Source: an optimization exercise on an open RTL-to-GDS flow (aim: small area and a short achievable clock period). Production flows keep margins and buffers that such runs may drop. Where RTL was checked, it was by simulation tests only, not by an equivalence proof against the original. No functional check of the RTL was part of run 2.

==> flow/design.v (outline; a module is shown in full before it is edited, if it fits) <==
// module mult_top: 22 lines
// module full_adder: 7 lines
// module half_adder: 7 lines
// module signed_array_mplier: 4899 lines
module mult_top (
    input             clk,
    input      [31:0] mplier,
    input      [31:0] mcand,
    output     [63:0] product
);
  // ...
==> flow/flow/run.sh <==
#!/bin/bash
# Own layout flow: the standard flow (standard.sh) with the standard
# synthesis unchanged, then the layout steps with
#  - the buffers ABC inserted removed at floorplan (the resizer rebuffers),
#  - plain buffers (buf_2) on the ports,
#  - repair_timing aiming at a slack margin below the fixed clock period, so
#    that it sizes and buffers the multiplier's critical paths.
# The output of each make run is in make_*.log here; each step's log is in
# orfs/logs/.
set -euo pipefail
bash standard.sh synth > make_synth.log 2>&1
bash standard.sh \
  SETUP_SLACK_MARGIN=21.3 \
  REMOVE_ABC_BUFFERS=1 \
  "BUFFER_PORTS_ARGS=-buffer_cell sky130_fd_sc_hd__buf_2" \
  finish > make_finish.log 2>&1
==> flow/standard.sh <==
#!/bin/bash
# synth_recipe.tcl (not shown) runs the flow's synth.tcl, then flattens the netlist and writes it again
# the make line also repeats each setting of config.mk as NAME=value (left out here)
make -C /OpenROAD-flow-scripts/flow DESIGN_CONFIG=/design/flow/config.mk WORK_HOME=/design/flow/orfs CLKGATE_MAP_FILE= SYNTH_SCRIPT=/design/flow/synth_recipe.tcl "${@:-finish}"
==> flow/config.mk <==
export PLATFORM = sky130hd
export DESIGN_NAME = mult_top
export DESIGN_NICKNAME = mult_top
export VERILOG_FILES = /design/flow/design.v
export SDC_FILE = /design/flow/constraint.sdc
export NUM_CORES = 4
export LEC_CHECK = 0
export ABC_AREA = 1
export CAP_MARGIN = 20
export CORE_MARGIN = 2
export CORE_UTILIZATION = 40
export SLEW_MARGIN = 20
export SYNTH_HIERARCHICAL = 1
export SYNTH_MINIMUM_KEEP_SIZE = 0
==> flow/constraint.sdc <==
create_clock -name core_clock -period 28.0 [get_ports {clk}]
set_input_delay 5.6000 -clock core_clock [delete_from_list [all_inputs] [get_ports {clk}]]
set_output_delay 5.6000 -clock core_clock [all_outputs]
set_load 0.01 [all_outputs]
==> flow_results.xml, run 1 <==
<?xml version="1.0" encoding="UTF-8"?>
<metrics>
  <group name="yosys">
    <metric name="synthDominantAreaCellType" unit="">fa_1</metric>
    <metric name="synth_top_family_by_area" unit="">adder cells</metric>
    <metric name="synth_edf_count" unit="">0</metric>
    <metric name="async_s_r_ff_share_synth" unit="%">0</metric>
  </group>
  <group name="run_status">
    <metric name="status" unit="">timing/DRC/antenna clean</metric>
  </group>
  <group name="cells_and_area">
    <metric name="num-multi-input-gates" unit="">2179</metric>
    <metric name="fill_cells" unit="">6252</metric>
    <metric name="diodes" unit="">0</metric>
    <metric name="largest_register_ff_count" unit="">64</metric>
    <metric name="reg_top3" unit="">product_q (64), mcand_q (32), mplier_q (32)</metric>
    <metric name="nNonClkInverters" unit="">201</metric>
  </group>
  <group name="route">
    <metric name="num_vias" unit="">21100</metric>
    <metric name="via_per_inst" unit="">5.86</metric>
    <metric name="detail_route.first_pass.iterations" unit="">7</metric>
    <metric name="first_iter_violations" unit="">2152</metric>
  </group>
  <group name="placed_design">
    <metric name="detailedPlacementHpwl" unit="um">61800</metric>
    <metric name="dpl_cell_area" unit="um^2">26500</metric>
  </group>
  <group name="timing">
    <metric name="totalNegativeSetupSlack" unit="ns">0</metric>
    <metric name="final-max-slew-violation-count" unit="">0</metric>
  </group>
  <group name="setup_path">
    <metric name="cp_data_arrival_time" unit="ns">0.97</metric>
    <metric name="cp.depth" unit="">1</metric>
    <metric name="max_stage_delay" unit="ns">0.34</metric>
    <metric name="worst_setup_path_endpoint" unit="">product[47]</metric>
    <metric name="setup.worst_path.end_class" unit="">primary output</metric>
    <metric name="critical_path.max_fanout" unit="">1</metric>
  </group>
  <group name="floorplanning">
    <metric name="floorplan.core_area" unit="um^2">63100</metric>
  </group>
  <group name="clock_network">
    <metric name="clk-insertion-delay-late" unit="ns">0.50</metric>
  </group>
</metrics>
==> run 2, diff against run 1 <==
--- a/flow/design.v
+++ b/flow/design.v
@@ -2477,223 +2477,79 @@
     wire G1313;
     wire P1314;
     wire G1315;
     wire P1316;
     wire G1317;
     wire P1318;
     wire G1319;
     wire P1320;
-    wire G1321;
-    wire P1322;
-    wire G1323;
-    wire P1324;
-    wire G1325;
-    wire P1326;
-    wire G1327;
-    wire P1328;
-    wire G1329;
-    wire P1330;
-    wire G1331;
-    wire P1332;
-    wire G1333;
-    wire P1334;
-    wire G1335;
-    wire P1336;
-    wire G1337;
-    wire P1338;
-    wire G1339;
-    wire P1340;
-    wire G1341;
-    wire P1342;
-    wire G1343;
-    wire P1344;
-    wire G1345;
-    wire P1346;
-    wire G1347;
-    wire P1348;
-    wire G1349;
-    wire P1350;
-    wire G1351;
-    wire P1352;
-    wire G1353;
-    wire P1354;
-    wire G1355;
-    wire P1356;
-    wire G1357;
-    wire P1358;
-    wire G1359;
-    wire P1360;
-    wire G1361;
-    wire P1362;
-    wire G1363;
-    wire P1364;
-    wire G1365;
-    wire P1366;
-    wire G1367;
-    wire P1368;
-    wire G1369;
-    wire P1370;
-    wire G1371;
-    wire P1372;
-    wire G1373;
-    wire P1374;
-    wire G1375;
-    wire P1376;
-    wire G1377;
-    wire P1378;
-    wire G1379;
-    wire P1380;
-    wire G1381;
-    wire P1382;
-    wire G1383;
-    wire P1384;
-    wire G1385;
-    wire P1386;
-    wire G1387;
-    wire P1388;
-    wire G1389;
-    wire P1390;
-    wire G1391;
-    wire P1392;
-    wire G1393;
-    wire P1394;
-    wire G1395;
-    wire P1396;
-    wire G1397;
-    wire P1398;
-    wire G1399;
-    wire P1400;
-    wire G1401;
-    wire P1402;
-    wire G1403;
-    wire P1404;
-    wire G1405;
-    wire P1406;
-    wire G1407;
-    wire P1408;
-    wire G1409;
-    wire P1410;
-    wire G1411;
-    wire P1412;
-    wire G1413;
-    wire P1414;
-    wire G1415;
-    wire P1416;
-    wire G1417;
-    wire P1418;
-    wire G1419;
-    wire P1420;
-    wire G1421;
-    wire P1422;
-    wire G1423;
-    wire P1424;
-    wire G1425;
-    wire P1426;
-    wire G1427;
-    wire P1428;
-    wire G1429;
-    wire P1430;
-    wire G1431;
-    wire P1432;
-    wire G1433;
-    wire P1434;
-    wire G1435;
-    wire P1436;
-    wire G1437;
-    wire P1438;
-    wire G1439;
-    wire P1440;
-    wire G1441;
-    wire P1442;
-    wire G1443;
-    wire P1444;
-    wire G1445;
-    wire P1446;
-    wire G1447;
-    wire P1448;
-    wire G1449;
-    wire P1450;
-    wire G1451;
-    wire P1452;
-    wire G1453;
-    wire P1454;
-    wire G1455;
-    wire P1456;
-    wire G1457;
-    wire P1458;
-    wire G1459;
-    wire P1460;
-    wire G1461;
-    wire P1462;
-    wire G1463;
-    wire P1464;
-    wire o1465;
-    wire o1466;
-    wire o1467;
-    wire o1468;
-    wire o1469;
-    wire o1470;
-    wire o1471;
-    wire o1472;
-    wire o1473;
-    wire o1474;
-    wire o1475;
-    wire o1476;
-    wire o1477;
-    wire o1478;
-    wire o1479;
-    wire o1480;
-    wire o1481;
-    wire o1482;
-    wire o1483;
-    wire o1484;
-    wire o1485;
-    wire o1486;
-    wire o1487;
-    wire o1488;
-    wire o1489;
-    wire o1490;
-    wire o1491;
-    wire o1492;
-    wire o1493;
-    wire o1494;
-    wire o1495;
-    wire o1496;
-    wire o1497;
-    wire o1498;
-    wire o1499;
-    wire o1500;
-    wire o1501;
-    wire o1502;
-    wire o1503;
-    wire o1504;
-    wire o1505;
-    wire o1506;
-    wire o1507;
-    wire o1508;
-    wire o1509;
-    wire o1510;
-    wire o1511;
-    wire o1512;
-    wire o1513;
-    wire o1514;
-    wire o1515;
-    wire o1516;
-    wire o1517;
-    wire o1518;
-    wire o1519;
-    wire o1520;
-    wire o1521;
-    wire o1522;
-    wire o1523;
-    wire o1524;
-    wire o1525;
-    wire o1526;
-    wire o1527;
+    wire o1321;
+    wire o1322;
+    wire o1323;
+    wire o1324;
+    wire o1325;
+    wire o1326;
+    wire o1327;
+    wire o1328;
+    wire o1329;
+    wire o1330;
+    wire o1331;
+    wire o1332;
+    wire o1333;
+    wire o1334;
+    wire o1335;
+    wire o1336;
+    wire o1337;
+    wire o1338;
+    wire o1339;
+    wire o1340;
+    wire o1341;
+    wire o1342;
+    wire o1343;
+    wire o1344;
+    wire o1345;
+    wire o1346;
+    wire o1347;
+    wire o1348;
+    wire o1349;
+    wire o1350;
+    wire o1351;
+    wire o1352;
+    wire o1353;
+    wire o1354;
+    wire o1355;
+    wire o1356;
+    wire o1357;
+    wire o1358;
+    wire o1359;
+    wire o1360;
+    wire o1361;
+    wire o1362;
+    wire o1363;
+    wire o1364;
+    wire o1365;
+    wire o1366;
+    wire o1367;
+    wire o1368;
+    wire o1369;
+    wire o1370;
+    wire o1371;
+    wire o1372;
+    wire o1373;
+    wire o1374;
+    wire o1375;
+    wire o1376;
+    wire o1377;
+    wire o1378;
+    wire o1379;
+    wire o1380;
+    wire o1381;
+    wire o1382;
+    wire o1383;
     assign one_n0 = ~mplier[0];
     assign two_n0 = ~(mplier[1] & ~mplier[0]);
     assign neg0 = mplier[1];
     assign tn0_0 = ~neg0;
     assign tn0_1 = ~(mcand[0] ^ neg0);
     assign tn0_2 = ~(mcand[1] ^ neg0);
     assign tn0_3 = ~(mcand[2] ^ neg0);
     assign tn0_4 = ~(mcand[3] ^ neg0);
@@ -4481,456 +4337,312 @@
     assign G1137 = g1069 | (p1070 & g1067);
     assign P1138 = p1070 & p1068;
     assign G1139 = g1073 | (p1074 & g1071);
     assign P1140 = p1074 & p1072;
     assign G1141 = g1077 | (p1078 & g1075);
     assign P1142 = p1078 & p1076;
     assign G1143 = 1'b0 | (1'b1 & g1079);
     assign P1144 = 1'b1 & p1080;
-    assign G1145 = g959 | (p960 & G1081);
-    assign P1146 = p960 & P1082;
-    assign G1147 = G1083 | (P1084 & G1081);
-    assign P1148 = P1084 & P1082;
-    assign G1149 = g967 | (p968 & G1085);
-    assign P1150 = p968 & P1086;
-    assign G1151 = G1087 | (P1088 & G1085);
-    assign P1152 = P1088 & P1086;
-    assign G1153 = g975 | (p976 & G1089);
-    assign P1154 = p976 & P1090;
-    assign G1155 = G1091 | (P1092 & G1089);
-    assign P1156 = P1092 & P1090;
-    assign G1157 = g983 | (p984 & G1093);
-    assign P1158 = p984 & P1094;
-    assign G1159 = G1095 | (P1096 & G1093);
-    assign P1160 = P1096 & P1094;
-    assign G1161 = g991 | (p992 & G1097);
-    assign P1162 = p992 & P1098;
-    assign G1163 = G1099 | (P1100 & G1097);
-    assign P1164 = P1100 & P1098;
-    assign G1165 = g999 | (p1000 & G1101);
-    assign P1166 = p1000 & P1102;
-    assign G1167 = G1103 | (P1104 & G1101);
-    assign P1168 = P1104 & P1102;
-    assign G1169 = g1007 | (p1008 & G1105);
-    assign P1170 = p1008 & P1106;
-    assign G1171 = G1107 | (P1108 & G1105);
-    assign P1172 = P1108 & P1106;
-    assign G1173 = g1015 | (p1016 & G1109);
-    assign P1174 = p1016 & P1110;
-    assign G1175 = G1111 | (P1112 & G1109);
-    assign P1176 = P1112 & P1110;
-    assign G1177 = g1023 | (p1024 & G1113);
-    assign P1178 = p1024 & P1114;
-    assign G1179 = G1115 | (P1116 & G1113);
-    assign P1180 = P1116 & P1114;
-    assign G1181 = g1031 | (p1032 & G1117);
-    assign P1182 = p1032 & P1118;
-    assign G1183 = G1119 | (P1120 & G1117);
-    assign P1184 = P1120 & P1118;
-    assign G1185 = g1039 | (p1040 & G1121);
-    assign P1186 = p1040 & P1122;
-    assign G1187 = G1123 | (P1124 & G1121);
-    assign P1188 = P1124 & P1122;
-    assign G1189 = g1047 | (p1048 & G1125);
-    assign P1190 = p1048 & P1126;
-    assign G1191 = G1127 | (P1128 & G1125);
-    assign P1192 = P1128 & P1126;
-    assign G1193 = g1055 | (p1056 & G1129);
-    assign P1194 = p1056 & P1130;
-    assign G1195 = G1131 | (P1132 & G1129);
-    assign P1196 = P1132 & P1130;
-    assign G1197 = g1063 | (p1064 & G1133);
-    assign P1198 = p1064 & P1134;
-    assign G1199 = G1135 | (P1136 & G1133);
-    assign P1200 = P1136 & P1134;
-    assign G1201 = g1071 | (p1072 & G1137);
-    assign P1202 = p1072 & P1138;
-    assign G1203 = G1139 | (P1140 & G1137);
-    assign P1204 = P1140 & P1138;
-    assign G1205 = g1079 | (p1080 & G1141);
-    assign P1206 = p1080 & P1142;
-    assign G1207 = G1143 | (P1144 & G1141);
-    assign P1208 = P1144 & P1142;
-    assign G1209 = g963 | (p964 & G1147);
-    assign P1210 = p964 & P1148;
-    assign G1211 = G1085 | (P1086 & G1147);
-    assign P1212 = P1086 & P1148;
-    assign G1213 = G1149 | (P1150 & G1147);
-    assign P1214 = P1150 & P1148;
-    assign G1215 = G1151 | (P1152 & G1147);
-    assign P1216 = P1152 & P1148;
-    assign G1217 = g979 | (p980 & G1155);
-    assign P1218 = p980 & P1156;
-    assign G1219 = G1093 | (P1094 & G1155);
-    assign P1220 = P1094 & P1156;
-    assign G1221 = G1157 | (P1158 & G1155);
-    assign P1222 = P1158 & P1156;
-    assign G1223 = G1159 | (P1160 & G1155);
-    assign P1224 = P1160 & P1156;
-    assign G1225 = g995 | (p996 & G1163);
-    assign P1226 = p996 & P1164;
-    assign G1227 = G1101 | (P1102 & G1163);
-    assign P1228 = P1102 & P1164;
-    assign G1229 = G1165 | (P1166 & G1163);
-    assign P1230 = P1166 & P1164;
-    assign G1231 = G1167 | (P1168 & G1163);
-    assign P1232 = P1168 & P1164;
-    assign G1233 = g1011 | (p1012 & G1171);
-    assign P1234 = p1012 & P1172;
-    assign G1235 = G1109 | (P1110 & G1171);
-    assign P1236 = P1110 & P1172;
-    assign G1237 = G1173 | (P1174 & G1171);
-    assign P1238 = P1174 & P1172;
-    assign G1239 = G1175 | (P1176 & G1171);
-    assign P1240 = P1176 & P1172;
-    assign G1241 = g1027 | (p1028 & G1179);
-    assign P1242 = p1028 & P1180;
-    assign G1243 = G1117 | (P1118 & G1179);
-    assign P1244 = P1118 & P1180;
-    assign G1245 = G1181 | (P1182 & G1179);
-    assign P1246 = P1182 & P1180;
-    assign G1247 = G1183 | (P1184 & G1179);
-    assign P1248 = P1184 & P1180;
-    assign G1249 = g1043 | (p1044 & G1187);
-    assign P1250 = p1044 & P1188;
-    assign G1251 = G1125 | (P1126 & G1187);
-    assign P1252 = P1126 & P1188;
-    assign G1253 = G1189 | (P1190 & G1187);
-    assign P1254 = P1190 & P1188;
-    assign G1255 = G1191 | (P1192 & G1187);
-    assign P1256 = P1192 & P1188;
-    assign G1257 = g1059 | (p1060 & G1195);
-    assign P1258 = p1060 & P1196;
-    assign G1259 = G1133 | (P1134 & G1195);
-    assign P1260 = P1134 & P1196;
-    assign G1261 = G1197 | (P1198 & G1195);
-    assign P1262 = P1198 & P1196;
-    assign G1263 = G1199 | (P1200 & G1195);
-    assign P1264 = P1200 & P1196;
-    assign G1265 = g1075 | (p1076 & G1203);
-    assign P1266 = p1076 & P1204;
-    assign G1267 = G1141 | (P1142 & G1203);
-    assign P1268 = P1142 & P1204;
-    assign G1269 = G1205 | (P1206 & G1203);
-    assign P1270 = P1206 & P1204;
-    assign G1271 = G1207 | (P1208 & G1203);
-    assign P1272 = P1208 & P1204;
-    assign G1273 = g971 | (p972 & G1215);
-    assign P1274 = p972 & P1216;
-    assign G1275 = G1089 | (P1090 & G1215);
-    assign P1276 = P1090 & P1216;
-    assign G1277 = G1153 | (P1154 & G1215);
-    assign P1278 = P1154 & P1216;
-    assign G1279 = G1155 | (P1156 & G1215);
-    assign P1280 = P1156 & P1216;
-    assign G1281 = G1217 | (P1218 & G1215);
-    assign P1282 = P1218 & P1216;
-    assign G1283 = G1219 | (P1220 & G1215);
-    assign P1284 = P1220 & P1216;
-    assign G1285 = G1221 | (P1222 & G1215);
-    assign P1286 = P1222 & P1216;
-    assign G1287 = G1223 | (P1224 & G1215);
-    assign P1288 = P1224 & P1216;
-    assign G1289 = g1003 | (p1004 & G1231);
-    assign P1290 = p1004 & P1232;
-    assign G1291 = G1105 | (P1106 & G1231);
-    assign P1292 = P1106 & P1232;
-    assign G1293 = G1169 | (P1170 & G1231);
-    assign P1294 = P1170 & P1232;
-    assign G1295 = G1171 | (P1172 & G1231);
-    assign P1296 = P1172 & P1232;
-    assign G1297 = G1233 | (P1234 & G1231);
-    assign P1298 = P1234 & P1232;
-    assign G1299 = G1235 | (P1236 & G1231);
-    assign P1300 = P1236 & P1232;
-    assign G1301 = G1237 | (P1238 & G1231);
-    assign P1302 = P1238 & P1232;
-    assign G1303 = G1239 | (P1240 & G1231);
-    assign P1304 = P1240 & P1232;
-    assign G1305 = g1035 | (p1036 & G1247);
-    assign P1306 = p1036 & P1248;
-    assign G1307 = G1121 | (P1122 & G1247);
-    assign P1308 = P1122 & P1248;
-    assign G1309 = G1185 | (P1186 & G1247);
-    assign P1310 = P1186 & P1248;
-    assign G1311 = G1187 | (P1188 & G1247);
-    assign P1312 = P1188 & P1248;
-    assign G1313 = G1249 | (P1250 & G1247);
-    assign P1314 = P1250 & P1248;
-    assign G1315 = G1251 | (P1252 & G1247);
-    assign P1316 = P1252 & P1248;
-    assign G1317 = G1253 | (P1254 & G1247);
-    assign P1318 = P1254 & P1248;
-    assign G1319 = G1255 | (P1256 & G1247);
-    assign P1320 = P1256 & P1248;
-    assign G1321 = g1067 | (p1068 & G1263);
-    assign P1322 = p1068 & P1264;
-    assign G1323 = G1137 | (P1138 & G1263);
-    assign P1324 = P1138 & P1264;
-    assign G1325 = G1201 | (P1202 & G1263);
-    assign P1326 = P1202 & P1264;
-    assign G1327 = G1203 | (P1204 & G1263);
-    assign P1328 = P1204 & P1264;
-    assign G1329 = G1265 | (P1266 & G1263);
-    assign P1330 = P1266 & P1264;
-    assign G1331 = G1267 | (P1268 & G1263);
-    assign P1332 = P1268 & P1264;
-    assign G1333 = G1269 | (P1270 & G1263);
-    assign P1334 = P1270 & P1264;
-    assign G1335 = G1271 | (P1272 & G1263);
-    assign P1336 = P1272 & P1264;
-    assign G1337 = g987 | (p988 & G1287);
-    assign P1338 = p988 & P1288;
-    assign G1339 = G1097 | (P1098 & G1287);
-    assign P1340 = P1098 & P1288;
-    assign G1341 = G1161 | (P1162 & G1287);
-    assign P1342 = P1162 & P1288;
-    assign G1343 = G1163 | (P1164 & G1287);
-    assign P1344 = P1164 & P1288;
-    assign G1345 = G1225 | (P1226 & G1287);
-    assign P1346 = P1226 & P1288;
-    assign G1347 = G1227 | (P1228 & G1287);
-    assign P1348 = P1228 & P1288;
-    assign G1349 = G1229 | (P1230 & G1287);
-    assign P1350 = P1230 & P1288;
-    assign G1351 = G1231 | (P1232 & G1287);
-    assign P1352 = P1232 & P1288;
-    assign G1353 = G1289 | (P1290 & G1287);
-    assign P1354 = P1290 & P1288;
-    assign G1355 = G1291 | (P1292 & G1287);
-    assign P1356 = P1292 & P1288;
-    assign G1357 = G1293 | (P1294 & G1287);
-    assign P1358 = P1294 & P1288;
-    assign G1359 = G1295 | (P1296 & G1287);
-    assign P1360 = P1296 & P1288;
-    assign G1361 = G1297 | (P1298 & G1287);
-    assign P1362 = P1298 & P1288;
-    assign G1363 = G1299 | (P1300 & G1287);
-    assign P1364 = P1300 & P1288;
-    assign G1365 = G1301 | (P1302 & G1287);
-    assign P1366 = P1302 & P1288;
-    assign G1367 = G1303 | (P1304 & G1287);
-    assign P1368 = P1304 & P1288;
-    assign G1369 = g1051 | (p1052 & G1319);
-    assign P1370 = p1052 & P1320;
-    assign G1371 = G1129 | (P1130 & G1319);
-    assign P1372 = P1130 & P1320;
-    assign G1373 = G1193 | (P1194 & G1319);
-    assign P1374 = P1194 & P1320;
-    assign G1375 = G1195 | (P1196 & G1319);
-    assign P1376 = P1196 & P1320;
-    assign G1377 = G1257 | (P1258 & G1319);
-    assign P1378 = P1258 & P1320;
-    assign G1379 = G1259 | (P1260 & G1319);
-    assign P1380 = P1260 & P1320;
-    assign G1381 = G1261 | (P1262 & G1319);
-    assign P1382 = P1262 & P1320;
-    assign G1383 = G1263 | (P1264 & G1319);
-    assign P1384 = P1264 & P1320;
-    assign G1385 = G1321 | (P1322 & G1319);
-    assign P1386 = P1322 & P1320;
-    assign G1387 = G1323 | (P1324 & G1319);
-    assign P1388 = P1324 & P1320;
-    assign G1389 = G1325 | (P1326 & G1319);
-    assign P1390 = P1326 & P1320;
-    assign G1391 = G1327 | (P1328 & G1319);
-    assign P1392 = P1328 & P1320;
-    assign G1393 = G1329 | (P1330 & G1319);
-    assign P1394 = P1330 & P1320;
-    assign G1395 = G1331 | (P1332 & G1319);
-    assign P1396 = P1332 & P1320;
-    assign G1397 = G1333 | (P1334 & G1319);
-    assign P1398 = P1334 & P1320;
-    assign G1399 = G1335 | (P1336 & G1319);
-    assign P1400 = P1336 & P1320;
-    assign G1401 = g1019 | (p1020 & G1367);
-    assign P1402 = p1020 & P1368;
-    assign G1403 = G1113 | (P1114 & G1367);
-    assign P1404 = P1114 & P1368;
-    assign G1405 = G1177 | (P1178 & G1367);
-    assign P1406 = P1178 & P1368;
-    assign G1407 = G1179 | (P1180 & G1367);
-    assign P1408 = P1180 & P1368;
-    assign G1409 = G1241 | (P1242 & G1367);
-    assign P1410 = P1242 & P1368;
-    assign G1411 = G1243 | (P1244 & G1367);
-    assign P1412 = P1244 & P1368;
-    assign G1413 = G1245 | (P1246 & G1367);
-    assign P1414 = P1246 & P1368;
-    assign G1415 = G1247 | (P1248 & G1367);
-    assign P1416 = P1248 & P1368;
-    assign G1417 = G1305 | (P1306 & G1367);
-    assign P1418 = P1306 & P1368;
-    assign G1419 = G1307 | (P1308 & G1367);
-    assign P1420 = P1308 & P1368;
-    assign G1421 = G1309 | (P1310 & G1367);
-    assign P1422 = P1310 & P1368;
-    assign G1423 = G1311 | (P1312 & G1367);
-    assign P1424 = P1312 & P1368;
-    assign G1425 = G1313 | (P1314 & G1367);
-    assign P1426 = P1314 & P1368;
-    assign G1427 = G1315 | (P1316 & G1367);
-    assign P1428 = P1316 & P1368;
-    assign G1429 = G1317 | (P1318 & G1367);
-    assign P1430 = P1318 & P1368;
-    assign G1431 = G1319 | (P1320 & G1367);
-    assign P1432 = P1320 & P1368;
-    assign G1433 = G1369 | (P1370 & G1367);
-    assign P1434 = P1370 & P1368;
-    assign G1435 = G1371 | (P1372 & G1367);
-    assign P1436 = P1372 & P1368;
-    assign G1437 = G1373 | (P1374 & G1367);
-    assign P1438 = P1374 & P1368;
-    assign G1439 = G1375 | (P1376 & G1367);
-    assign P1440 = P1376 & P1368;
-    assign G1441 = G1377 | (P1378 & G1367);
-    assign P1442 = P1378 & P1368;
-    assign G1443 = G1379 | (P1380 & G1367);
-    assign P1444 = P1380 & P1368;
-    assign G1445 = G1381 | (P1382 & G1367);
-    assign P1446 = P1382 & P1368;
-    assign G1447 = G1383 | (P1384 & G1367);
-    assign P1448 = P1384 & P1368;
-    assign G1449 = G1385 | (P1386 & G1367);
-    assign P1450 = P1386 & P1368;
-    assign G1451 = G1387 | (P1388 & G1367);
-    assign P1452 = P1388 & P1368;
-    assign G1453 = G1389 | (P1390 & G1367);
-    assign P1454 = P1390 & P1368;
-    assign G1455 = G1391 | (P1392 & G1367);
-    assign P1456 = P1392 & P1368;
-    assign G1457 = G1393 | (P1394 & G1367);
-    assign P1458 = P1394 & P1368;
-    assign G1459 = G1395 | (P1396 & G1367);
-    assign P1460 = P1396 & P1368;
-    assign G1461 = G1397 | (P1398 & G1367);
-    assign P1462 = P1398 & P1368;
-    assign G1463 = G1399 | (P1400 & G1367);
-    assign P1464 = P1400 & P1368;
-    assign o1465 = pp0_1 ^ g957;
-    assign o1466 = p960 ^ G1081;
-    assign o1467 = p962 ^ G1145;
-    assign o1468 = p964 ^ G1147;
-    assign o1469 = p966 ^ G1209;
-    assign o1470 = p968 ^ G1211;
-    assign o1471 = p970 ^ G1213;
-    assign o1472 = p972 ^ G1215;
-    assign o1473 = p974 ^ G1273;
-    assign o1474 = p976 ^ G1275;
-    assign o1475 = p978 ^ G1277;
-    assign o1476 = p980 ^ G1279;
-    assign o1477 = p982 ^ G1281;
-    assign o1478 = p984 ^ G1283;
-    assign o1479 = p986 ^ G1285;
-    assign o1480 = p988 ^ G1287;
-    assign o1481 = p990 ^ G1337;
-    assign o1482 = p992 ^ G1339;
-    assign o1483 = p994 ^ G1341;
-    assign o1484 = p996 ^ G1343;
-    assign o1485 = p998 ^ G1345;
-    assign o1486 = p1000 ^ G1347;
-    assign o1487 = p1002 ^ G1349;
-    assign o1488 = p1004 ^ G1351;
-    assign o1489 = p1006 ^ G1353;
-    assign o1490 = p1008 ^ G1355;
-    assign o1491 = p1010 ^ G1357;
-    assign o1492 = p1012 ^ G1359;
-    assign o1493 = p1014 ^ G1361;
-    assign o1494 = p1016 ^ G1363;
-    assign o1495 = p1018 ^ G1365;
-    assign o1496 = p1020 ^ G1367;
-    assign o1497 = p1022 ^ G1401;
-    assign o1498 = p1024 ^ G1403;
-    assign o1499 = p1026 ^ G1405;
-    assign o1500 = p1028 ^ G1407;
-    assign o1501 = p1030 ^ G1409;
-    assign o1502 = p1032 ^ G1411;
-    assign o1503 = p1034 ^ G1413;
-    assign o1504 = p1036 ^ G1415;
-    assign o1505 = p1038 ^ G1417;
-    assign o1506 = p1040 ^ G1419;
-    assign o1507 = p1042 ^ G1421;
-    assign o1508 = p1044 ^ G1423;
-    assign o1509 = p1046 ^ G1425;
-    assign o1510 = p1048 ^ G1427;
-    assign o1511 = p1050 ^ G1429;
-    assign o1512 = p1052 ^ G1431;
-    assign o1513 = p1054 ^ G1433;
-    assign o1514 = p1056 ^ G1435;
-    assign o1515 = p1058 ^ G1437;
-    assign o1516 = p1060 ^ G1439;
-    assign o1517 = p1062 ^ G1441;
-    assign o1518 = p1064 ^ G1443;
-    assign o1519 = p1066 ^ G1445;
-    assign o1520 = p1068 ^ G1447;
-    assign o1521 = p1070 ^ G1449;
-    assign o1522 = p1072 ^ G1451;
-    assign o1523 = p1074 ^ G1453;
-    assign o1524 = p1076 ^ G1455;
-    assign o1525 = p1078 ^ G1457;
-    assign o1526 = p1080 ^ G1459;
-    assign o1527 = 1'b1 ^ G1461;
+    assign G1145 = G1083 | (P1084 & G1081);
+    assign P1146 = P1084 & P1082;
+    assign G1147 = G1087 | (P1088 & G1085);
+    assign P1148 = P1088 & P1086;
+    assign G1149 = G1091 | (P1092 & G1089);
+    assign P1150 = P1092 & P1090;
+    assign G1151 = G1095 | (P1096 & G1093);
+    assign P1152 = P1096 & P1094;
+    assign G1153 = G1099 | (P1100 & G1097);
+    assign P1154 = P1100 & P1098;
+    assign G1155 = G1103 | (P1104 & G1101);
+    assign P1156 = P1104 & P1102;
+    assign G1157 = G1107 | (P1108 & G1105);
+    assign P1158 = P1108 & P1106;
+    assign G1159 = G1111 | (P1112 & G1109);
+    assign P1160 = P1112 & P1110;
+    assign G1161 = G1115 | (P1116 & G1113);
+    assign P1162 = P1116 & P1114;
+    assign G1163 = G1119 | (P1120 & G1117);
+    assign P1164 = P1120 & P1118;
+    assign G1165 = G1123 | (P1124 & G1121);
+    assign P1166 = P1124 & P1122;
+    assign G1167 = G1127 | (P1128 & G1125);
+    assign P1168 = P1128 & P1126;
+    assign G1169 = G1131 | (P1132 & G1129);
+    assign P1170 = P1132 & P1130;
+    assign G1171 = G1135 | (P1136 & G1133);
+    assign P1172 = P1136 & P1134;
+    assign G1173 = G1139 | (P1140 & G1137);
+    assign P1174 = P1140 & P1138;
+    assign G1175 = G1143 | (P1144 & G1141);
+    assign P1176 = P1144 & P1142;
+    assign G1177 = G1147 | (P1148 & G1145);
+    assign P1178 = P1148 & P1146;
+    assign G1179 = G1151 | (P1152 & G1149);
+    assign P1180 = P1152 & P1150;
+    assign G1181 = G1155 | (P1156 & G1153);
+    assign P1182 = P1156 & P1154;
+    assign G1183 = G1159 | (P1160 & G1157);
+    assign P1184 = P1160 & P1158;
+    assign G1185 = G1163 | (P1164 & G1161);
+    assign P1186 = P1164 & P1162;
+    assign G1187 = G1167 | (P1168 & G1165);
+    assign P1188 = P1168 & P1166;
+    assign G1189 = G1171 | (P1172 & G1169);
+    assign P1190 = P1172 & P1170;
+    assign G1191 = G1175 | (P1176 & G1173);
+    assign P1192 = P1176 & P1174;
+    assign G1193 = G1179 | (P1180 & G1177);
+    assign P1194 = P1180 & P1178;
+    assign G1195 = G1183 | (P1184 & G1181);
+    assign P1196 = P1184 & P1182;
+    assign G1197 = G1187 | (P1188 & G1185);
+    assign P1198 = P1188 & P1186;
+    assign G1199 = G1191 | (P1192 & G1189);
+    assign P1200 = P1192 & P1190;
+    assign G1201 = G1195 | (P1196 & G1193);
+    assign P1202 = P1196 & P1194;
+    assign G1203 = G1199 | (P1200 & G1197);
+    assign P1204 = P1200 & P1198;
+    assign G1205 = G1203 | (P1204 & G1201);
+    assign P1206 = P1204 & P1202;
+    assign G1207 = G1197 | (P1198 & G1201);
+    assign P1208 = P1198 & P1202;
+    assign G1209 = G1181 | (P1182 & G1193);
+    assign P1210 = P1182 & P1194;
+    assign G1211 = G1185 | (P1186 & G1201);
+    assign P1212 = P1186 & P1202;
+    assign G1213 = G1189 | (P1190 & G1207);
+    assign P1214 = P1190 & P1208;
+    assign G1215 = G1149 | (P1150 & G1177);
+    assign P1216 = P1150 & P1178;
+    assign G1217 = G1153 | (P1154 & G1193);
+    assign P1218 = P1154 & P1194;
+    assign G1219 = G1157 | (P1158 & G1209);
+    assign P1220 = P1158 & P1210;
+    assign G1221 = G1161 | (P1162 & G1201);
+    assign P1222 = P1162 & P1202;
+    assign G1223 = G1165 | (P1166 & G1211);
+    assign P1224 = P1166 & P1212;
+    assign G1225 = G1169 | (P1170 & G1207);
+    assign P1226 = P1170 & P1208;
+    assign G1227 = G1173 | (P1174 & G1213);
+    assign P1228 = P1174 & P1214;
+    assign G1229 = G1085 | (P1086 & G1145);
+    assign P1230 = P1086 & P1146;
+    assign G1231 = G1089 | (P1090 & G1177);
+    assign P1232 = P1090 & P1178;
+    assign G1233 = G1093 | (P1094 & G1215);
+    assign P1234 = P1094 & P1216;
+    assign G1235 = G1097 | (P1098 & G1193);
+    assign P1236 = P1098 & P1194;
+    assign G1237 = G1101 | (P1102 & G1217);
+    assign P1238 = P1102 & P1218;
+    assign G1239 = G1105 | (P1106 & G1209);
+    assign P1240 = P1106 & P1210;
+    assign G1241 = G1109 | (P1110 & G1219);
+    assign P1242 = P1110 & P1220;
+    assign G1243 = G1113 | (P1114 & G1201);
+    assign P1244 = P1114 & P1202;
+    assign G1245 = G1117 | (P1118 & G1221);
+    assign P1246 = P1118 & P1222;
+    assign G1247 = G1121 | (P1122 & G1211);
+    assign P1248 = P1122 & P1212;
+    assign G1249 = G1125 | (P1126 & G1223);
+    assign P1250 = P1126 & P1224;
+    assign G1251 = G1129 | (P1130 & G1207);
+    assign P1252 = P1130 & P1208;
+    assign G1253 = G1133 | (P1134 & G1225);
+    assign P1254 = P1134 & P1226;
+    assign G1255 = G1137 | (P1138 & G1213);
+    assign P1256 = P1138 & P1214;
+    assign G1257 = G1141 | (P1142 & G1227);
+    assign P1258 = P1142 & P1228;
+    assign G1259 = g959 | (p960 & G1081);
+    assign P1260 = p960 & P1082;
+    assign G1261 = g963 | (p964 & G1145);
+    assign P1262 = p964 & P1146;
+    assign G1263 = g967 | (p968 & G1229);
+    assign P1264 = p968 & P1230;
+    assign G1265 = g971 | (p972 & G1177);
+    assign P1266 = p972 & P1178;
+    assign G1267 = g975 | (p976 & G1231);
+    assign P1268 = p976 & P1232;
+    assign G1269 = g979 | (p980 & G1215);
+    assign P1270 = p980 & P1216;
+    assign G1271 = g983 | (p984 & G1233);
+    assign P1272 = p984 & P1234;
+    assign G1273 = g987 | (p988 & G1193);
+    assign P1274 = p988 & P1194;
+    assign G1275 = g991 | (p992 & G1235);
+    assign P1276 = p992 & P1236;
+    assign G1277 = g995 | (p996 & G1217);
+    assign P1278 = p996 & P1218;
+    assign G1279 = g999 | (p1000 & G1237);
+    assign P1280 = p1000 & P1238;
+    assign G1281 = g1003 | (p1004 & G1209);
+    assign P1282 = p1004 & P1210;
+    assign G1283 = g1007 | (p1008 & G1239);
+    assign P1284 = p1008 & P1240;
+    assign G1285 = g1011 | (p1012 & G1219);
+    assign P1286 = p1012 & P1220;
+    assign G1287 = g1015 | (p1016 & G1241);
+    assign P1288 = p1016 & P1242;
+    assign G1289 = g1019 | (p1020 & G1201);
+    assign P1290 = p1020 & P1202;
+    assign G1291 = g1023 | (p1024 & G1243);
+    assign P1292 = p1024 & P1244;
+    assign G1293 = g1027 | (p1028 & G1221);
+    assign P1294 = p1028 & P1222;
+    assign G1295 = g1031 | (p1032 & G1245);
+    assign P1296 = p1032 & P1246;
+    assign G1297 = g1035 | (p1036 & G1211);
+    assign P1298 = p1036 & P1212;
+    assign G1299 = g1039 | (p1040 & G1247);
+    assign P1300 = p1040 & P1248;
+    assign G1301 = g1043 | (p1044 & G1223);
+    assign P1302 = p1044 & P1224;
+    assign G1303 = g1047 | (p1048 & G1249);
+    assign P1304 = p1048 & P1250;
+    assign G1305 = g1051 | (p1052 & G1207);
+    assign P1306 = p1052 & P1208;
+    assign G1307 = g1055 | (p1056 & G1251);
+    assign P1308 = p1056 & P1252;
+    assign G1309 = g1059 | (p1060 & G1225);
+    assign P1310 = p1060 & P1226;
+    assign G1311 = g1063 | (p1064 & G1253);
+    assign P1312 = p1064 & P1254;
+    assign G1313 = g1067 | (p1068 & G1213);
+    assign P1314 = p1068 & P1214;
+    assign G1315 = g1071 | (p1072 & G1255);
+    assign P1316 = p1072 & P1256;
+    assign G1317 = g1075 | (p1076 & G1227);
+    assign P1318 = p1076 & P1228;
+    assign G1319 = g1079 | (p1080 & G1257);
+    assign P1320 = p1080 & P1258;
+    assign o1321 = pp0_1 ^ g957;
+    assign o1322 = p960 ^ G1081;
+    assign o1323 = p962 ^ G1259;
+    assign o1324 = p964 ^ G1145;
+    assign o1325 = p966 ^ G1261;
+    assign o1326 = p968 ^ G1229;
+    assign o1327 = p970 ^ G1263;
+    assign o1328 = p972 ^ G1177;
+    assign o1329 = p974 ^ G1265;
+    assign o1330 = p976 ^ G1231;
+    assign o1331 = p978 ^ G1267;
+    assign o1332 = p980 ^ G1215;
+    assign o1333 = p982 ^ G1269;
+    assign o1334 = p984 ^ G1233;
+    assign o1335 = p986 ^ G1271;
+    assign o1336 = p988 ^ G1193;
+    assign o1337 = p990 ^ G1273;
+    assign o1338 = p992 ^ G1235;
+    assign o1339 = p994 ^ G1275;
+    assign o1340 = p996 ^ G1217;
+    assign o1341 = p998 ^ G1277;
+    assign o1342 = p1000 ^ G1237;
+    assign o1343 = p1002 ^ G1279;
+    assign o1344 = p1004 ^ G1209;
+    assign o1345 = p1006 ^ G1281;
+    assign o1346 = p1008 ^ G1239;
+    assign o1347 = p1010 ^ G1283;
+    assign o1348 = p1012 ^ G1219;
+    assign o1349 = p1014 ^ G1285;
+    assign o1350 = p1016 ^ G1241;
+    assign o1351 = p1018 ^ G1287;
+    assign o1352 = p1020 ^ G1201;
+    assign o1353 = p1022 ^ G1289;
+    assign o1354 = p1024 ^ G1243;
+    assign o1355 = p1026 ^ G1291;
+    assign o1356 = p1028 ^ G1221;
+    assign o1357 = p1030 ^ G1293;
+    assign o1358 = p1032 ^ G1245;
+    assign o1359 = p1034 ^ G1295;
+    assign o1360 = p1036 ^ G1211;
+    assign o1361 = p1038 ^ G1297;
+    assign o1362 = p1040 ^ G1247;
+    assign o1363 = p1042 ^ G1299;
+    assign o1364 = p1044 ^ G1223;
+    assign o1365 = p1046 ^ G1301;
+    assign o1366 = p1048 ^ G1249;
+    assign o1367 = p1050 ^ G1303;
+    assign o1368 = p1052 ^ G1207;
+    assign o1369 = p1054 ^ G1305;
+    assign o1370 = p1056 ^ G1251;
+    assign o1371 = p1058 ^ G1307;
+    assign o1372 = p1060 ^ G1225;
+    assign o1373 = p1062 ^ G1309;
+    assign o1374 = p1064 ^ G1253;
+    assign o1375 = p1066 ^ G1311;
+    assign o1376 = p1068 ^ G1213;
+    assign o1377 = p1070 ^ G1313;
+    assign o1378 = p1072 ^ G1255;
+    assign o1379 = p1074 ^ G1315;
+    assign o1380 = p1076 ^ G1227;
+    assign o1381 = p1078 ^ G1317;
+    assign o1382 = p1080 ^ G1257;
+    assign o1383 = 1'b1 ^ G1319;
     assign product[0] = p958;
-    assign product[1] = o1465;
-    assign product[2] = o1466;
-    assign product[3] = o1467;
-    assign product[4] = o1468;
-    assign product[5] = o1469;
-    assign product[6] = o1470;
-    assign product[7] = o1471;
-    assign product[8] = o1472;
-    assign product[9] = o1473;
-    assign product[10] = o1474;
-    assign product[11] = o1475;
-    assign product[12] = o1476;
-    assign product[13] = o1477;
-    assign product[14] = o1478;
-    assign product[15] = o1479;
-    assign product[16] = o1480;
-    assign product[17] = o1481;
-    assign product[18] = o1482;
-    assign product[19] = o1483;
-    assign product[20] = o1484;
-    assign product[21] = o1485;
-    assign product[22] = o1486;
-    assign product[23] = o1487;
-    assign product[24] = o1488;
-    assign product[25] = o1489;
-    assign product[26] = o1490;
-    assign product[27] = o1491;
-    assign product[28] = o1492;
-    assign product[29] = o1493;
-    assign product[30] = o1494;
-    assign product[31] = o1495;
-    assign product[32] = o1496;
-    assign product[33] = o1497;
-    assign product[34] = o1498;
-    assign product[35] = o1499;
-    assign product[36] = o1500;
-    assign product[37] = o1501;
-    assign product[38] = o1502;
-    assign product[39] = o1503;
-    assign product[40] = o1504;
-    assign product[41] = o1505;
-    assign product[42] = o1506;
-    assign product[43] = o1507;
-    assign product[44] = o1508;
-    assign product[45] = o1509;
-    assign product[46] = o1510;
-    assign product[47] = o1511;
-    assign product[48] = o1512;
-    assign product[49] = o1513;
-    assign product[50] = o1514;
-    assign product[51] = o1515;
-    assign product[52] = o1516;
-    assign product[53] = o1517;
-    assign product[54] = o1518;
-    assign product[55] = o1519;
-    assign product[56] = o1520;
-    assign product[57] = o1521;
-    assign product[58] = o1522;
-    assign product[59] = o1523;
-    assign product[60] = o1524;
-    assign product[61] = o1525;
-    assign product[62] = o1526;
-    assign product[63] = o1527;
+    assign product[1] = o1321;
+    assign product[2] = o1322;
+    assign product[3] = o1323;
+    assign product[4] = o1324;
+    assign product[5] = o1325;
+    assign product[6] = o1326;
+    assign product[7] = o1327;
+    assign product[8] = o1328;
+    assign product[9] = o1329;
+    assign product[10] = o1330;
+    assign product[11] = o1331;
+    assign product[12] = o1332;
+    assign product[13] = o1333;
+    assign product[14] = o1334;
+    assign product[15] = o1335;
+    assign product[16] = o1336;
+    assign product[17] = o1337;
+    assign product[18] = o1338;
+    assign product[19] = o1339;
+    assign product[20] = o1340;
+    assign product[21] = o1341;
+    assign product[22] = o1342;
+    assign product[23] = o1343;
+    assign product[24] = o1344;
+    assign product[25] = o1345;
+    assign product[26] = o1346;
+    assign product[27] = o1347;
+    assign product[28] = o1348;
+    assign product[29] = o1349;
+    assign product[30] = o1350;
+    assign product[31] = o1351;
+    assign product[32] = o1352;
+    assign product[33] = o1353;
+    assign product[34] = o1354;
+    assign product[35] = o1355;
+    assign product[36] = o1356;
+    assign product[37] = o1357;
+    assign product[38] = o1358;
+    assign product[39] = o1359;
+    assign product[40] = o1360;
+    assign product[41] = o1361;
+    assign product[42] = o1362;
+    assign product[43] = o1363;
+    assign product[44] = o1364;
+    assign product[45] = o1365;
+    assign product[46] = o1366;
+    assign product[47] = o1367;
+    assign product[48] = o1368;
+    assign product[49] = o1369;
+    assign product[50] = o1370;
+    assign product[51] = o1371;
+    assign product[52] = o1372;
+    assign product[53] = o1373;
+    assign product[54] = o1374;
+    assign product[55] = o1375;
+    assign product[56] = o1376;
+    assign product[57] = o1377;
+    assign product[58] = o1378;
+    assign product[59] = o1379;
+    assign product[60] = o1380;
+    assign product[61] = o1381;
+    assign product[62] = o1382;
+    assign product[63] = o1383;
 endmodule
--- a/flow/flow/run.sh
+++ b/flow/flow/run.sh
@@ -5,12 +5,12 @@
 #  - plain buffers (buf_2) on the ports,
 #  - repair_timing aiming at a slack margin below the fixed clock period, so
 #    that it sizes and buffers the multiplier's critical paths.
 # The output of each make run is in make_*.log here; each step's log is in
 # orfs/logs/.
 set -euo pipefail
 bash standard.sh synth > make_synth.log 2>&1
 bash standard.sh \
-  SETUP_SLACK_MARGIN=21.3 \
+  SETUP_SLACK_MARGIN=21.0 \
   REMOVE_ABC_BUFFERS=1 \
   "BUFFER_PORTS_ARGS=-buffer_cell sky130_fd_sc_hd__buf_2" \
   finish > make_finish.log 2>&1
==> run 2 against run 1 <==
Clock skew rose by 0.0039 ns. Fmax fell by 2.8%. Die area fell by 4.6%. Global-route usage barely moved. Count of clock-buffer cells in the layout did not move. Setup slack got worse by 0.19 ns. Sequential cell count did not move. Area after synthesis fell by 4.7%. Wire length fell by 5.6%. Non-clock buffer count fell by 5. Critical path type is now reg2reg.
==> flow_results.xml, run 2 <==
<?xml version="1.0" encoding="UTF-8"?>
<metrics>
  <group name="route">
    <metric name="ant_nets" unit="">0</metric>
    <metric name="detail_route.first_pass.iterations" unit="">7</metric>
    <metric name="wl_per_cell" unit="um">24.6</metric>
    <metric name="num_vias" unit="">18900</metric>
    <metric name="via_per_inst" unit="">6.02</metric>
    <metric name="first_iter_violations" unit="">2123</metric>
    <metric name="drc" unit="">0</metric>
    <metric name="sum_of_routed_wire_length_over_all_layers" unit="um">77500</metric>
  </group>
  <group name="cells_and_area">
    <metric name="fill_cells" unit="">5747</metric>
    <metric name="diodes" unit="">0</metric>
    <metric name="reg_top3" unit="">product_q (64), mcand_q (32), mplier_q (32)</metric>
    <metric name="layout_commonest_cell" unit="">o22ai_1</metric>
    <metric name="multi_input_area" unit="um^2">20100</metric>
    <metric name="num-nets-final" unit="">3002</metric>
    <metric name="most-common-layout-cells" unit="">479 x o22ai_1, 458 x fa_1, 451 x xnor2_1</metric>
    <metric name="seq_area" unit="um^2">2570</metric>
    <metric name="post-route-cell-area" unit="um^2">25900</metric>
    <metric name="regMostFlops" unit="">product_q</metric>
    <metric name="largest_register_ff_count" unit="">64</metric>
    <metric name="layout-drive-gt1-share" unit="%">12.5</metric>
    <metric name="areaGrowthSynthToFinish" unit="%">6.36</metric>
  </group>
  <group name="setup_path">
    <metric name="critical_path.max_fanout" unit="">34</metric>
    <metric name="criticalPathCategory" unit="">reg2reg</metric>
    <metric name="setup.worst_path.start_class" unit="">register</metric>
    <metric name="worst_path_dominant_cell_family" unit="">adder cells</metric>
    <metric name="cp_data_arrival_time" unit="ns">7.14</metric>
    <metric name="critical_path.slowest_cell" unit="">fa_1</metric>
    <metric name="worst-endpoint-required" unit="ns">28.37</metric>
    <metric name="max_stage_delay" unit="ns">0.61</metric>
    <metric name="critical-path-top-cell-by-count" unit="">fa_1</metric>
    <metric name="cp.buffers_inverters" unit="">1</metric>
    <metric name="setup.worst_path.end_class" unit="">register</metric>
  </group>
  <group name="run_status">
    <metric name="status" unit="">timing/DRC/antenna clean</metric>
  </group>
  <group name="hold_path">
    <metric name="hp-class" unit="">reg2reg</metric>
  </group>
  <group name="yosys">
    <metric name="ys_ff_latch" unit="">128</metric>
    <metric name="synthMostInstantiatedCell" unit="">o22ai_1</metric>
    <metric name="synth.top_cells.by_count" unit="">479 x o22ai_1, 458 x fa_1, 451 x xnor2_1, 128 x dfxtp_1, 125 x ha_1</metric>
    <metric name="synth.top_cells.by_area" unit="">fa_1 38%, xnor2_1 16%, o22ai_1 12%</metric>
    <metric name="synth_edf_count" unit="">0</metric>
    <metric name="synthDominantAreaCellType" unit="">fa_1</metric>
    <metric name="post_synth_instance_area" unit="um^2">24300</metric>
    <metric name="syn-instance-count" unit="">2400</metric>
    <metric name="synth.yosys.seq_area_share" unit="%">10.5</metric>
    <metric name="synth_flop_cell" unit="">dfxtp_1</metric>
    <metric name="postSynthAreaPerCell" unit="um^2">10.1</metric>
    <metric name="ys_types" unit="">35</metric>
    <metric name="async_s_r_ff_share_synth" unit="%">0</metric>
    <metric name="netlist.area_leader.share" unit="%">37.7</metric>
    <metric name="synth_warnings" unit="">7</metric>
  </group>
  <group name="grt">
    <metric name="number_of_antenna_violations_at_the_first_check_in_global_routing" unit="">0</metric>
    <metric name="grtUsageMet3" unit="%">5.57</metric>
    <metric name="grt_first_pass_wirelength" unit="um">120000</metric>
    <metric name="grt_start_max_net_pins" unit="">37</metric>
    <metric name="globalRouteTotalUtil" unit="%">25.1</metric>
    <metric name="grt_util_met2" unit="%">41.7</metric>
    <metric name="busiest_layer" unit="">met2</metric>
    <metric name="use_met1" unit="%">30.9</metric>
    <metric name="globalRouteOverflowTotal" unit="">0</metric>
    <metric name="grt_pass1_vias" unit="">20400</metric>
  </group>
  <group name="timing">
    <metric name="setup_repair_after_global_routing_missed_its_margin" unit="">false</metric>
    <metric name="timing.slew.headroom" unit="%">36.5</metric>
    <metric name="worst_slew_pin_slew" unit="ns">0.950</metric>
    <metric name="final-max-slew-violation-count" unit="">0</metric>
    <metric name="postLayoutSetupSlackWorst" unit="ns">21.24</metric>
    <metric name="finalClockSkew" unit="ns">0.0206</metric>
    <metric name="fmax" unit="MHz">148</metric>
    <metric name="totalNegativeSetupSlack" unit="ns">0</metric>
    <metric name="setup_viol" unit="">0</metric>
    <metric name="timing_hold_violations_final" unit="">0</metric>
    <metric name="timing.final.crit_share" unit="%">24.1</metric>
    <metric name="period_minus_slack" unit="ns">6.76</metric>
  </group>
  <group name="placed_design">
    <metric name="port-buffer-count" unit="">128</metric>
    <metric name="gp_routability_congestion" unit="">0.924</metric>
    <metric name="dpl_cell_area" unit="um^2">25200</metric>
    <metric name="dp_worst_setup_slack" unit="ns">19.73</metric>
    <metric name="detailedPlacementHpwl" unit="um">59000</metric>
  </group>
  <group name="clock_network">
    <metric name="cts_max_level" unit="">4</metric>
    <metric name="clkTransAtPathRegs" unit="ns">0.07</metric>
    <metric name="cts_tree" unit="">done</metric>
    <metric name="clk-insertion-delay-late" unit="ns">0.51</metric>
    <metric name="cts.path.max_buffers" unit="">2</metric>
    <metric name="cts_sinks" unit="">128</metric>
    <metric name="cts_inserted_buffers" unit="">17</metric>
    <metric name="clockRootBuffer" unit="">clkbuf_16</metric>
  </group>
  <group name="floorplanning">
    <metric name="die_x" unit="um">251</metric>
    <metric name="rows" unit="">90</metric>
    <metric name="fp.dieH" unit="um">251</metric>
    <metric name="start_util" unit="%">40.4</metric>
    <metric name="floorplan.core_area" unit="um^2">60200</metric>
    <metric name="design.die.area" unit="um^2">62800</metric>
    <metric name="io_pins" unit="">129</metric>
  </group>
  <group name="run">
    <metric name="max-cap-violations" unit="">0</metric>
  </group>
</metrics>
run 2: changes by cell type in the layout (fill, tap and decap cells not counted), moves of 11 or more:
cell     delta
a21oi_1    -34
xor2_1     +16
nand3_1    -33
nor3_1     -11
inv_1      -92
fa_1       +26
nor2_1     -32
nand2_1   -196
run 2: worst paths after layout:
path                from             to  slack (ns)  depth (start not counted)
max reg2reg  mplier_q[3]  product_q[62]       21.24                         27
min           mcand_q[0]   product_q[1]        0.76                          2
max          mplier_q[3]  product_q[62]       21.24                         27
min reg2reg   mcand_q[0]   product_q[1]        0.76                          2
run 2: cells by family after synthesis:
kind of cell / share of synthesized area, %
compound gates: 14.2
xor+xnor: 20.0
fa+ha+maj: 44.1
buf+inv: 7.20
flops: 10.5
simple gates: 3.88
run 2: layout make-up:
class | instances | share of cell area (%)
inverter | 106 | 1.57
tap | 782 | 3.78
multi-input combinational | 1898 | 77.8
sequential | 128 | 9.92
timing repair inverter | 1 | 0.0193
clock buffer | 17 | 1.64
clock inverter | 15 | 0.546
timing repair buffer | 202 | 4.76
run 2: Yosys stat by module, one instance, submodules excluded, a selection:
module / cell area [um^2] / times used
half_adder: 12.5 / 40
mult_top: 2560 / 1
full_adder: 20.0 / 427
run 2: tightest hold or removal path, cell delays in order (launching register included):
cell     delay [ns]
dfxtp_1        0.36
o22ai_1        0.21
ha_1           0.16
run 2: repair_timing:
item	4_1_cts	5_1_grt
resized for setup	5	12
hold buffers	0	0
setup endpoints to repair	45	19
setup buffers	3	0
gates cloned	1	1
run 2: per-layer routing:
metal / wire length, um / vias up
met5: 0 / -
met4: 3970 / 0
met3: 6540 / 222
met2: 37200 / 1105
met1: 29800 / 9537
li1: - / 8079
run 2: through the flow:
step | hold WS [ns] | cells | util (%)
6_report | 0.757 | 3149 | 43.0
2_1_floorplan | 0.630 | 2132 | -
4_1_cts | 0.751 | 3148 | 42.9
5_1_grt | 0.760 | 3149 | 43.0
3_3_place_gp | 0.744 | 3112 | 41.8
3_5_place_dp | 0.736 | 3112 | 41.8

[what the ideal ports hide]
How much do the figures lean on ideal ports? The routed layouts below were timed once more, with nothing changed but the port constraints.
Step 1, drivers: a clkbuf_16 drives clk and a buf_2 each remaining input, both assumed.
Step 2 adds t to the input delays and takes it off the output delays; t is the mean of the earliest and latest rising clock arrival at the registers after step 1. Input paths then give back, and output paths get back, about the clock's delay inside the block.
Three values: ideal ports, drivers, drivers and shift; two values: the first two.
run | shift t [ns] | setup slack, ns | worst setup path at the end | worst register clock-pin slew, ns | pins driven straight from the clock port
run 1 | 0.560 | 21.425 / 21.361 / 21.576 | register to register | 0.08 / 0.08 | 1
run 2 | 0.551 | 21.238 / 21.238 / 21.238 | register to register | 0.07 / 0.07 | 1
After both steps every run listed still meets setup and hold.
